This is an optimization exercise on Yosys and OpenROAD, whose aim is a short achievable clock period and few clock cycles, not a production implementation. Power figures rest on the tool's default switching activity, not on a simulated workload.

== run A ==
==> flow/design.v (excerpt) <==
module RISCVCore(
  input CLK,
  input rst, 
  output wire [23:0]mem_addr, 
  output wire [31:0]mem_wdata,
  output wire mem_we,
  input wire [31:0]mem_rdata, 
  output wire ebreak 
);
  reg [23:0] maddr;
  reg [31:0] mwdata;
  reg        mwe;
  assign mem_addr  = maddr;
  assign mem_wdata = mwdata;
  reg  rst_q, rst_qq;
  wire boot = rst_q & rst_qq & ~rst;
  reg  ebreak_r;
  assign ebreak = ebreak_r & ~rst_q;
  assign mem_we = mwe & ~rst_q;
  reg [31:0] fpc;             
  reg        ir_valid;
  reg [31:0] ir;
  reg [31:0] ir_pc;
  reg [31:0] ir_pc4;          
  reg        ex_valid;
  reg [31:0] ex_a, ex_b;      
  reg [31:0] ex_aa, ex_ai;    
  reg [4:0]  ex_sh;           
  reg [31:0] ex_sa;           
  reg [31:0] ex_ca, ex_cb;    
  reg [31:0] ex_sd;           
  reg [31:0] ex_pre;          
  reg [31:0] ex_tgt;          
  reg [31:0] ex_ft;           
  reg        ex_slot;         
  reg [4:0]  ex_rd;
  reg        ex_wr;           
  reg        ex_br, ex_jalr, ex_ld, ex_st, ex_brk;
  reg [2:0]  ex_f3;
  reg        s_add, s_sub, s_sll, s_slt, s_sltu, s_xor, s_srl, s_sra, s_or, s_and, s_pre;
  localparam M_IDLE = 3'd0, M_LD0 = 3'd1, M_LDL = 3'd2, M_SRD0 = 3'd3,
             M_SWR0 = 3'd4, M_SRD1 = 3'd5, M_SWL = 3'd6;
  reg [2:0]  mstate;
  reg        m_cross;
  reg [1:0]  m_off;
  reg [2:0]  m_f3;
  reg [4:0]  m_rd;
  reg [63:0] m_sd;            
  reg [7:0]  m_mask;          
  reg [31:0] ld_lo, ld_hi;
  reg        lwb_valid;       
  reg [4:0]  lwb_rd;
  reg        wb_valid;        
  reg [4:0]  wb_rd;
  reg [31:0] wb_val;
  reg [31:0] rf [0:31];
  wire mbusy = (mstate != M_IDLE);
  function [31:0] ks_add;
    input [31:0] a;
    input [31:0] b;
    input        cin;
    reg   [31:0] g, p, gg, pp;
    integer i, d;
    begin
      g = a & b;
      p = a ^ b;
      gg = g;
      gg[0] = g[0] | (p[0] & cin);
      pp = p;
      for (d = 1; d < 32; d = d * 2)
        for (i = 31; i >= d; i = i - 1) begin
          gg[i] = gg[i] | (pp[i] & gg[i - d]);
  ...
For scale: about 1800 flip-flops.
==> flow/config.mk <==
export PLATFORM = sky130hd
export DESIGN_NAME = RISCVCore
export DESIGN_NICKNAME = RISCVCore
export VERILOG_FILES = /design/flow/design.v
export SDC_FILE = /design/flow/constraint.sdc
export NUM_CORES = 4
export LEC_CHECK = 0
export CAP_MARGIN = 20
export CORE_MARGIN = 2
export CORE_UTILIZATION = 40
export SLEW_MARGIN = 20
==> flow/constraint.sdc <==
create_clock -name core_clock -period 10.0 [get_ports {CLK}]
set_input_delay 2.0000 -clock core_clock [delete_from_list [all_inputs] [get_ports {CLK}]]
set_output_delay 2.0000 -clock core_clock [all_outputs]
set_load 0.01 [all_outputs]
standard.sh (not shown) runs the stock make flow with config.mk's settings and CLKGATE_MAP_FILE= SYNTH_SCRIPT=/design/flow/synth_recipe.tcl, a recipe that flattens the netlist after the stock synthesis.
==> flow/flow/run.sh <==
#!/bin/bash
# The standard layout (standard.sh), with two settings changed:
#  - Yosys leaves adders to ABC instead of mapping them onto full-adder
#    cells (ADDER_MAP_FILE empty); registers are untouched.
set -euo pipefail
bash standard.sh SETUP_SLACK_MARGIN=7 ADDER_MAP_FILE= CORE_UTILIZATION=60 PLACE_DENSITY=0.72 finish > standard_flow.log 2>&1
Setup changes, run A to run B
--- a/flow/design.v
+++ b/flow/design.v
@@ -1,32 +1,35 @@
 module RISCVCore(
   input CLK,
   input rst, 
   output wire [23:0]mem_addr, 
   output wire [31:0]mem_wdata,
   output wire mem_we,
   input wire [31:0]mem_rdata, 
   output wire ebreak 
 );
-  reg [23:0] maddr;
+  reg [23:0] maddr_a, maddr_b;
+  reg        psel;
+  wire [23:0] maddr = psel ? maddr_b : maddr_a;
   reg [31:0] mwdata;
   reg        mwe;
   assign mem_addr  = maddr;
   assign mem_wdata = mwdata;
   reg  rst_q, rst_qq;
   wire boot = rst_q & rst_qq & ~rst;
   reg  ebreak_r;
   assign ebreak = ebreak_r & ~rst_q;
   assign mem_we = mwe & ~rst_q;
-  reg [31:0] fpc;             
+  reg [31:0] fpc_a, fpc_b;    
+  wire [31:0] fpc = psel ? fpc_b : fpc_a;
   reg        ir_valid;
   reg [31:0] ir;
   reg [31:0] ir_pc;
   reg [31:0] ir_pc4;          
   reg        ex_valid;
   reg [31:0] ex_a, ex_b;      
   reg [31:0] ex_aa, ex_ai;    
   reg [4:0]  ex_sh;           
   reg [31:0] ex_sa;           
   reg [31:0] ex_ca, ex_cb;    
   reg [31:0] ex_sd;           
   reg [31:0] ex_pre;          
@@ -196,112 +199,119 @@
   wire [31:0] pc_u    = {ir_pc[31:12] + ir[31:12], ir_pc[11:0]};
   wire [31:0] jal_tgt = ir_pc + immJ;
   wire        jalr_fast = (rs1 == 5'd0) | (byp1_ex & s_pre);
   wire [31:0] jalr_sum  = ks_add(ex_pre, immI, 1'b0);
   wire [31:0] jalr_tgt  = (rs1 == 5'd0) ? immI : jalr_sum;
   wire [31:0] id_tgt    = is_jal ? jal_tgt : jalr_tgt;
   wire id_go   = ir_valid & ~mbusy & ~hazard;                   
   wire id_adv  = id_go & ~redirect & ~slot_t;
   wire id_jump = id_go & (is_jal | (is_jalr & jalr_fast));      
   wire ir_free = ~ir_valid | (~hazard & ~id_jump);               
   wire ir_load = ~mbusy & (~ir_valid | ~hazard);
   wire slot_go = is_br & ir[31];                                 
-  wire [31:0] fpc4 = fpc + 32'd4;
+  wire [31:0] fpc_a4 = fpc_a + 32'd4;
+  wire [31:0] fpc_b4 = fpc_b + 32'd4;
+  wire [31:0] fpc4 = psel ? fpc_b4 : fpc_a4;
   wire [31:0] fpc_seq  = id_jump ? id_tgt :
                          (id_go & slot_go) ? pc_b :
                          ir_free ? fpc4 : fpc;
   wire [31:0] fpc_nt   = slot ? (id_jump ? id_tgt : ex_ft) :
                          (ex_fire & ex_jalr) ? asum : fpc_seq;
   wire [31:0] fpc_tk   = ex_slot ? fpc4 : ex_tgt;
   wire        brt      = ex_fire & ex_br & taken;
-  wire [31:0] fpc_next = brt ? fpc_tk : fpc_nt;
   wire [23:0] maddr_nt = mem_start ? asum[25:2] : fpc_nt[25:2];
   reg [2:0]  mstate_n;
   reg [23:0] maddr_n;
   reg        mwe_n;
   always @(*) begin
     mstate_n = mstate;
-    maddr_n  = maddr;
+    maddr_n  = maddr_a;
     mwe_n    = mwe;
     case (mstate)
       M_IDLE: begin
-        maddr_n = brt ? fpc_tk[25:2] : maddr_nt;
+        maddr_n = maddr_nt;
         if (mem_start) begin
           if (ex_ld) begin
             mstate_n = a_cross ? M_LD0 : M_LDL;
           end else if (ex_f3[1:0] == 2'b10 && a_off == 2'b00) begin
             mwe_n    = 1'b1;
             mstate_n = M_SWL;
           end else begin
             mstate_n = M_SRD0;
           end
         end
       end
       M_LD0: begin
-        maddr_n  = maddr + 24'd1;
+        maddr_n  = maddr_a + 24'd1;
         mstate_n = M_LDL;
       end
       M_LDL: begin
         mstate_n = M_IDLE;
         maddr_n  = fpc[25:2];
       end
       M_SRD0: begin
         mwe_n    = 1'b1;
         mstate_n = m_cross ? M_SWR0 : M_SWL;
       end
       M_SWR0: begin
         mwe_n    = 1'b0;
-        maddr_n  = maddr + 24'd1;
+        maddr_n  = maddr_a + 24'd1;
         mstate_n = M_SRD1;
       end
       M_SRD1: begin
         mwe_n    = 1'b1;
         mstate_n = M_SWL;
       end
       default: begin  
         mwe_n    = 1'b0;
         mstate_n = M_IDLE;
         maddr_n  = fpc[25:2];
       end
     endcase
   end
   always @(posedge CLK) begin
     rst_q  <= rst;
     rst_qq <= rst_q;
     if (rst_q) begin
-      maddr     <= {23'd0, boot};
+      maddr_a   <= {23'd0, boot};
+      psel      <= 1'b0;
       mwe       <= 1'b0;
-      fpc       <= {29'd0, boot, 2'b00};
+      fpc_a     <= {29'd0, boot, 2'b00};
       ir_valid  <= boot;
       ex_valid  <= 1'b0;
       mstate    <= M_IDLE;
       lwb_valid <= 1'b0;
       wb_valid  <= 1'b0;
       ebreak_r  <= 1'b0;
     end else begin
-      maddr     <= maddr_n;
+      maddr_a   <= maddr_n;
       mwe       <= mwe_n;
       mstate    <= mstate_n;
       if (!mbusy) begin
         ir_valid <= slot_t | ~(redirect | slot_n | id_jump);
-        fpc      <= fpc_next;
+        fpc_a    <= fpc_nt;
+        psel     <= brt;
         ex_valid <= id_adv;
       end
       if ((ex_fire & ex_brk) | (id_adv & is_brk & ~(ex_valid & ex_st)))
         ebreak_r <= 1'b1;
       wb_valid  <= ex_fire & ex_wr;
       lwb_valid <= (mstate == M_LDL);
     end
   end
   always @(posedge CLK) begin
+    if (!mbusy) begin
+      fpc_b   <= fpc_tk;
+      maddr_b <= fpc_tk[25:2];
+    end
     if (ir_load) begin
       ir    <= mem_rdata;
       ir_pc <= fpc;
       ir_pc4 <= fpc4;
     end
     if (!mbusy) begin
       ex_a     <= rv1;
       ex_b     <= (is_op | is_br) ? rv2 : immI;
       ex_sa    <= is_shift ? rv1 : 32'd0;
       ex_ca    <= is_cmp ? rv1 : 32'd0;
       ex_cb    <= is_cmp ? ((is_op | is_br) ? rv2 : immI) : 32'd0;
       ex_aa    <= is_addr ? rv1 : 32'd0;
[summary]
Post-route worst setup slack: run B vs run A down 230 ps
Comparing run B with run A, the register area share after synthesis came out essentially unchanged.
Sequential share of cell area: run B vs run A — no meaningful difference
Taking run A as the reference, in run B clock network area share grew by 0.27 points, share of the cycle needed by the critical path after routing moved up.
Design internal power, run B and run A: lower on run A
Per the comparison of run B with run A, area after synthesis rose 1.7%, final critical-path required period moved up, total cell area at the placement stage went up by 2.0%.
Note that the highest ir drop seen on vdd recorded for run A amounts to 0.861 times the value seen in run B.
Overall die area was lower in the run labelled run A.
Clock latency at the later pin of the worst-skew pair is higher on run B
Run B vs run A: wire length down
No functional check of the RTL was part of any run of this note.

========
Another version of the RTL of RISCVCore (not shown whole).
Size in the first run: ~7200 cells after synthesis, about 98000 µm² of cells after synthesis.
==> flow/config.mk <==
export PLATFORM = sky130hd
export DESIGN_NAME = RISCVCore
export DESIGN_NICKNAME = RISCVCore
export VERILOG_FILES = /design/flow/design.v
export SDC_FILE = /design/flow/constraint.sdc
export NUM_CORES = 4
export LEC_CHECK = 0
export CAP_MARGIN = 20
export CORE_MARGIN = 2
export CORE_UTILIZATION = 40
export SLEW_MARGIN = 20
==> flow/constraint.sdc <==
create_clock -name core_clock -period 10.0 [get_ports {CLK}]
set_input_delay 2.0000 -clock core_clock [delete_from_list [all_inputs] [get_ports {CLK}]]
set_output_delay 2.0000 -clock core_clock [all_outputs]
set_load 0.01 [all_outputs]
==> flow/flow/run.sh <==
#!/bin/bash

# Synthesis is the standard one, unchanged. The full tool output goes to
# standard_flow.log in this folder.
set -euo pipefail
bash standard.sh SETUP_SLACK_MARGIN=7 finish > standard_flow.log 2>&1
The first run passed the timing, DRC and antenna checks.
Then changed:
--- a/flow/design.v
+++ b/flow/design.v
@@ -1,22 +1,23 @@
 module RISCVCore(
   input CLK,
   input rst, 
   output wire [23:0]mem_addr, 
   output wire [31:0]mem_wdata,
   output wire mem_we,
   input wire [31:0]mem_rdata, 
   output wire ebreak 
 );
-  reg [23:0] maddr;
+  reg [23:0] maddr_a, maddr_b;
   reg        psel;
+  wire [23:0] maddr = psel ? maddr_b : maddr_a;
   reg [31:0] mwdata;
   reg        mwe;
   assign mem_addr  = maddr;
   assign mem_wdata = mwdata;
   reg  rst_q, rst_qq;
   wire boot = rst_q & rst_qq & ~rst;
   reg  ebreak_r;
   assign ebreak = ebreak_r & ~rst_q;
   assign mem_we = mwe & ~rst_q;
   reg [31:0] fpc_a, fpc_b;    
   wire [31:0] fpc = psel ? fpc_b : fpc_a;
@@ -177,99 +178,100 @@
                          ir_free ? fpc4 : fpc;
   wire [31:0] fpc_nt   = slot ? (id_jump ? id_tgt : ex_ft) :
                          (ex_fire & ex_jalr) ? asum : fpc_seq;
   wire [31:0] fpc_tk   = ex_slot ? fpc4 : ex_tgt;
   wire        brt      = ex_fire & ex_br & taken;
   wire [23:0] maddr_nt = mem_start ? asum[25:2] : fpc_nt[25:2];
   reg [2:0]  mstate_n;
   reg [23:0] maddr_n;
   reg        mwe_n;
   always @(*) begin
     mstate_n = mstate;
-    maddr_n  = maddr;
+    maddr_n  = maddr_a;
     mwe_n    = mwe;
     case (mstate)
       M_IDLE: begin
-        maddr_n = brt ? fpc_tk[25:2] : maddr_nt;
+        maddr_n = maddr_nt;
         if (mem_start) begin
           if (ex_ld) begin
             mstate_n = a_cross ? M_LD0 : M_LDL;
           end else if (ex_f3[1:0] == 2'b10 && a_off == 2'b00) begin
             mwe_n    = 1'b1;
             mstate_n = M_SWL;
           end else begin
             mstate_n = M_SRD0;
           end
         end
       end
       M_LD0: begin
-        maddr_n  = maddr + 24'd1;
+        maddr_n  = maddr_a + 24'd1;
         mstate_n = M_LDL;
       end
       M_LDL: begin
         mstate_n = M_IDLE;
         maddr_n  = fpc[25:2];
       end
       M_SRD0: begin
         mwe_n    = 1'b1;
         mstate_n = m_cross ? M_SWR0 : M_SWL;
       end
       M_SWR0: begin
         mwe_n    = 1'b0;
-        maddr_n  = maddr + 24'd1;
+        maddr_n  = maddr_a + 24'd1;
         mstate_n = M_SRD1;
       end
       M_SRD1: begin
         mwe_n    = 1'b1;
         mstate_n = M_SWL;
       end
       default: begin  
         mwe_n    = 1'b0;
         mstate_n = M_IDLE;
         maddr_n  = fpc[25:2];
       end
     endcase
   end
   always @(posedge CLK) begin
     rst_q  <= rst;
     rst_qq <= rst_q;
     if (rst_q) begin
-      maddr     <= {23'd0, boot};
+      maddr_a   <= {23'd0, boot};
       psel      <= 1'b0;
       mwe       <= 1'b0;
       fpc_a     <= {29'd0, boot, 2'b00};
       ir_valid  <= boot;
       ex_valid  <= 1'b0;
       mstate    <= M_IDLE;
       lwb_valid <= 1'b0;
       wb_valid  <= 1'b0;
       ebreak_r  <= 1'b0;
     end else begin
-      maddr     <= maddr_n;
+      maddr_a   <= maddr_n;
       mwe       <= mwe_n;
       mstate    <= mstate_n;
       if (!mbusy) begin
         ir_valid <= slot_t | ~(redirect | slot_n | id_jump);
         fpc_a    <= fpc_nt;
         psel     <= brt;
         ex_valid <= id_adv;
       end
       if ((ex_fire & ex_brk) | (id_adv & is_brk & ~(ex_valid & ex_st)))
         ebreak_r <= 1'b1;
       wb_valid  <= ex_fire & ex_wr;
       lwb_valid <= (mstate == M_LDL);
     end
   end
   always @(posedge CLK) begin
     if (!mbusy) begin
       fpc_b   <= fpc_tk;
+      maddr_b <= fpc_tk[25:2];
     end
     if (ir_load) begin
       ir    <= mem_rdata;
       ir_pc <= fpc;
       ir_pc4 <= fpc4;
     end
     if (!mbusy) begin
       ex_a     <= rv1;
       ex_b     <= (is_op | is_br) ? rv2 : immI;
       ex_sa    <= is_shift ? rv1 : 32'd0;
       ex_ca    <= is_cmp ? rv1 : 32'd0;
=> Hold slack is better by 21 ps; routed wire length falls by 2.8%; cell area falls by 1.4%; total power falls by 6.9%; first-iteration DRC count falls by about 7%; non-clock buffer count falls by 126; global-route usage falls by 0.92 points; register-to-register slack is worse by 60 ps; sequential power falls by about 4%; synthesized cell count rises by about 0.5%.
No functional check of the RTL was part of any run of this note.

========
RISCVCore, a different RTL version from the one above (not shown whole).
For scale: ~1700 flip-flops.
==> flow/config.mk <==
export PLATFORM = sky130hd
export DESIGN_NAME = RISCVCore
export DESIGN_NICKNAME = RISCVCore
export VERILOG_FILES = /design/flow/design.v
export SDC_FILE = /design/flow/constraint.sdc
export NUM_CORES = 4
export LEC_CHECK = 0
export CAP_MARGIN = 20
export CORE_MARGIN = 2
export CORE_UTILIZATION = 40
export SLEW_MARGIN = 20
==> flow/constraint.sdc <==
create_clock -name core_clock -period 10.0 [get_ports {CLK}]
set_input_delay 2.0000 -clock core_clock [delete_from_list [all_inputs] [get_ports {CLK}]]
set_output_delay 2.0000 -clock core_clock [all_outputs]
set_load 0.01 [all_outputs]
==> flow/flow/run.sh <==
#!/bin/bash
# The standard layout (standard.sh), with two settings changed:
#  - Yosys leaves adders to ABC instead of mapping them onto full-adder
#    cells (ADDER_MAP_FILE empty); registers are untouched.
set -euo pipefail
bash standard.sh SETUP_SLACK_MARGIN=7 ADDER_MAP_FILE= finish > standard_flow.log 2>&1
Change:
--- a/flow/design.v
+++ b/flow/design.v
@@ -22,14 +22,16 @@
   reg [31:0] ir;
   reg [31:0] ir_pc;
   reg [31:0] ir_pc4;          
   reg        ex_valid;
   reg [31:0] ex_a, ex_b;      
   reg [31:0] ex_aa, ex_ai;    
   reg [4:0]  ex_sh;           
+  reg [31:0] ex_sa;           
+  reg [31:0] ex_ca, ex_cb;    
   reg [31:0] ex_sd;           
   reg [31:0] ex_pre;          
   reg [31:0] ex_tgt;          
   reg [31:0] ex_ft;           
   reg        ex_slot;         
   reg [4:0]  ex_rd;
   reg        ex_wr;           
@@ -87,22 +89,22 @@
           e[i] = e[i + w] & e[i];
         end
       cmp_tree = {l[0], e[0]};
     end
   endfunction
   wire [31:0] sum  = ks_add(ex_a, ex_b, 1'b0);
   wire [31:0] diff = ks_add(ex_a, ~ex_b, 1'b1);
-  wire [1:0]  cu   = cmp_tree(ex_a, ex_b);
-  wire [1:0]  cs   = cmp_tree({~ex_a[31], ex_a[30:0]}, {~ex_b[31], ex_b[30:0]});
+  wire [1:0]  cu   = cmp_tree(ex_ca, ex_cb);
+  wire [1:0]  cs   = cmp_tree({~ex_ca[31], ex_ca[30:0]}, {~ex_cb[31], ex_cb[30:0]});
   wire        eq   = cu[0];
   wire        lt   = cs[1];
   wire        ltu  = cu[1];
-  wire [31:0] sll  = ex_a << ex_sh;
-  wire [31:0] srl  = ex_a >> ex_sh;
-  wire [31:0] sra  = $signed(ex_a) >>> ex_sh;
+  wire [31:0] sll  = ex_sa << ex_sh;
+  wire [31:0] srl  = ex_sa >> ex_sh;
+  wire [31:0] sra  = $signed(ex_sa) >>> ex_sh;
   wire [31:0] ex_result = ({32{s_add}}  & sum)  |
                           ({32{s_sub}}  & diff) |
                           ({32{s_sll}}  & sll)  |
                           ({32{s_slt}}  & {31'd0, lt})  |
                           ({32{s_sltu}} & {31'd0, ltu}) |
                           ({32{s_xor}}  & (ex_a ^ ex_b)) |
                           ({32{s_srl}}  & srl)  |
@@ -172,14 +174,16 @@
   wire is_ld    = (op == 7'b0000011) && (f3 != 3'b011) && (f3 != 3'b110) && (f3 != 3'b111);
   wire is_st    = (op == 7'b0100011) && (f3 == 3'b000 || f3 == 3'b001 || f3 == 3'b010);
   wire is_lui   = (op == 7'b0110111);
   wire is_auipc = (op == 7'b0010111);
   wire is_brk   = (ir == 32'h00100073);
   wire is_alu   = is_opimm | is_op;
   wire is_addr  = is_ld | is_st | is_jalr;
+  wire is_shift = is_alu & (f3[1:0] == 2'b01);
+  wire is_cmp   = is_br | (is_alu & (f3[2:1] == 2'b01));
   wire uses1 = ~(is_lui | is_auipc | is_jal);
   wire uses2 = is_op | is_br | is_st;
   wire hazard = ex_valid & ex_ld & (ex_rd != 5'd0) &
                 ((uses1 & (rs1 == ex_rd)) | (uses2 & (rs2 == ex_rd)));
   wire byp1_ex = ex_valid & ex_wr & (ex_rd == rs1);
   wire byp2_ex = ex_valid & ex_wr & (ex_rd == rs2);
   wire [31:0] rf1 = (rs1 == 5'd0) ? 32'd0 :
@@ -293,14 +297,17 @@
       ir    <= mem_rdata;
       ir_pc <= fpc;
       ir_pc4 <= fpc4;
     end
     if (!mbusy) begin
       ex_a     <= rv1;
       ex_b     <= (is_op | is_br) ? rv2 : immI;
+      ex_sa    <= is_shift ? rv1 : 32'd0;
+      ex_ca    <= is_cmp ? rv1 : 32'd0;
+      ex_cb    <= is_cmp ? ((is_op | is_br) ? rv2 : immI) : 32'd0;
       ex_aa    <= is_addr ? rv1 : 32'd0;
       ex_ai    <= is_st ? immS : immI;
       ex_sh    <= is_op ? rv2[4:0] : ir[24:20];
       ex_sd    <= rv2;
       ex_pre   <= is_lui ? immU : is_auipc ? pc_u : ir_pc4;
       ex_tgt   <= pc_b;
       ex_ft    <= fpc4;
Design area came out higher by 2.0%.
Routed wire length barely changes.
Total power fell by 53%.
Maximum frequency falls by 0.61%.
Synthesized cell count climbs by 4.3%.
Sequential cell count grows by 96.
Global-route usage falls by 1.4 points.
Setup slack gets worse by 0.025 ns.
Function was not checked in any run of this note: the RTL went through the layout flow alone.

afterwards: timing with drivers on the ports:
The flow's constraints put no driver on any port. The routed layouts listed below were extracted and timed again, unchanged, in two steps.
Step 1 sets driving cells, clkbuf_16 on the clock port and buf_2 on the other inputs (assumed; they add their load-dependent delay and slew).
Step 2 also shifts input and output timing later by t, the mid clock arrival at the registers, as if the neighbouring blocks saw the same clock.
Slacks: no drivers / after step 1 / after step 2; pairs: no drivers / after step 1.
run	t (ns)	setup WS [ns]	worst setup path at the end	slew at the worst register clock pin (ns)
run A	0.957	5.970 / 5.970 / 5.970	register to register	0.08 / 0.08
run B	0.966	5.743 / 5.743 / 5.743	register to register	0.07 / 0.07
the first run of note 2	0.929	6.012 / 6.012 / 6.012	register to register	0.07 / 0.07
the second run of note 2	0.930	5.956 / 5.888 / 5.956	register to register	0.07 / 0.07
the first run of note 3	0.914	5.902 / 5.902 / 5.902	register to register	0.07 / 0.07
the second run of note 3	0.918	5.877 / 5.877 / 5.877	register to register	0.07 / 0.07
After both steps every run listed still meets setup and hold.
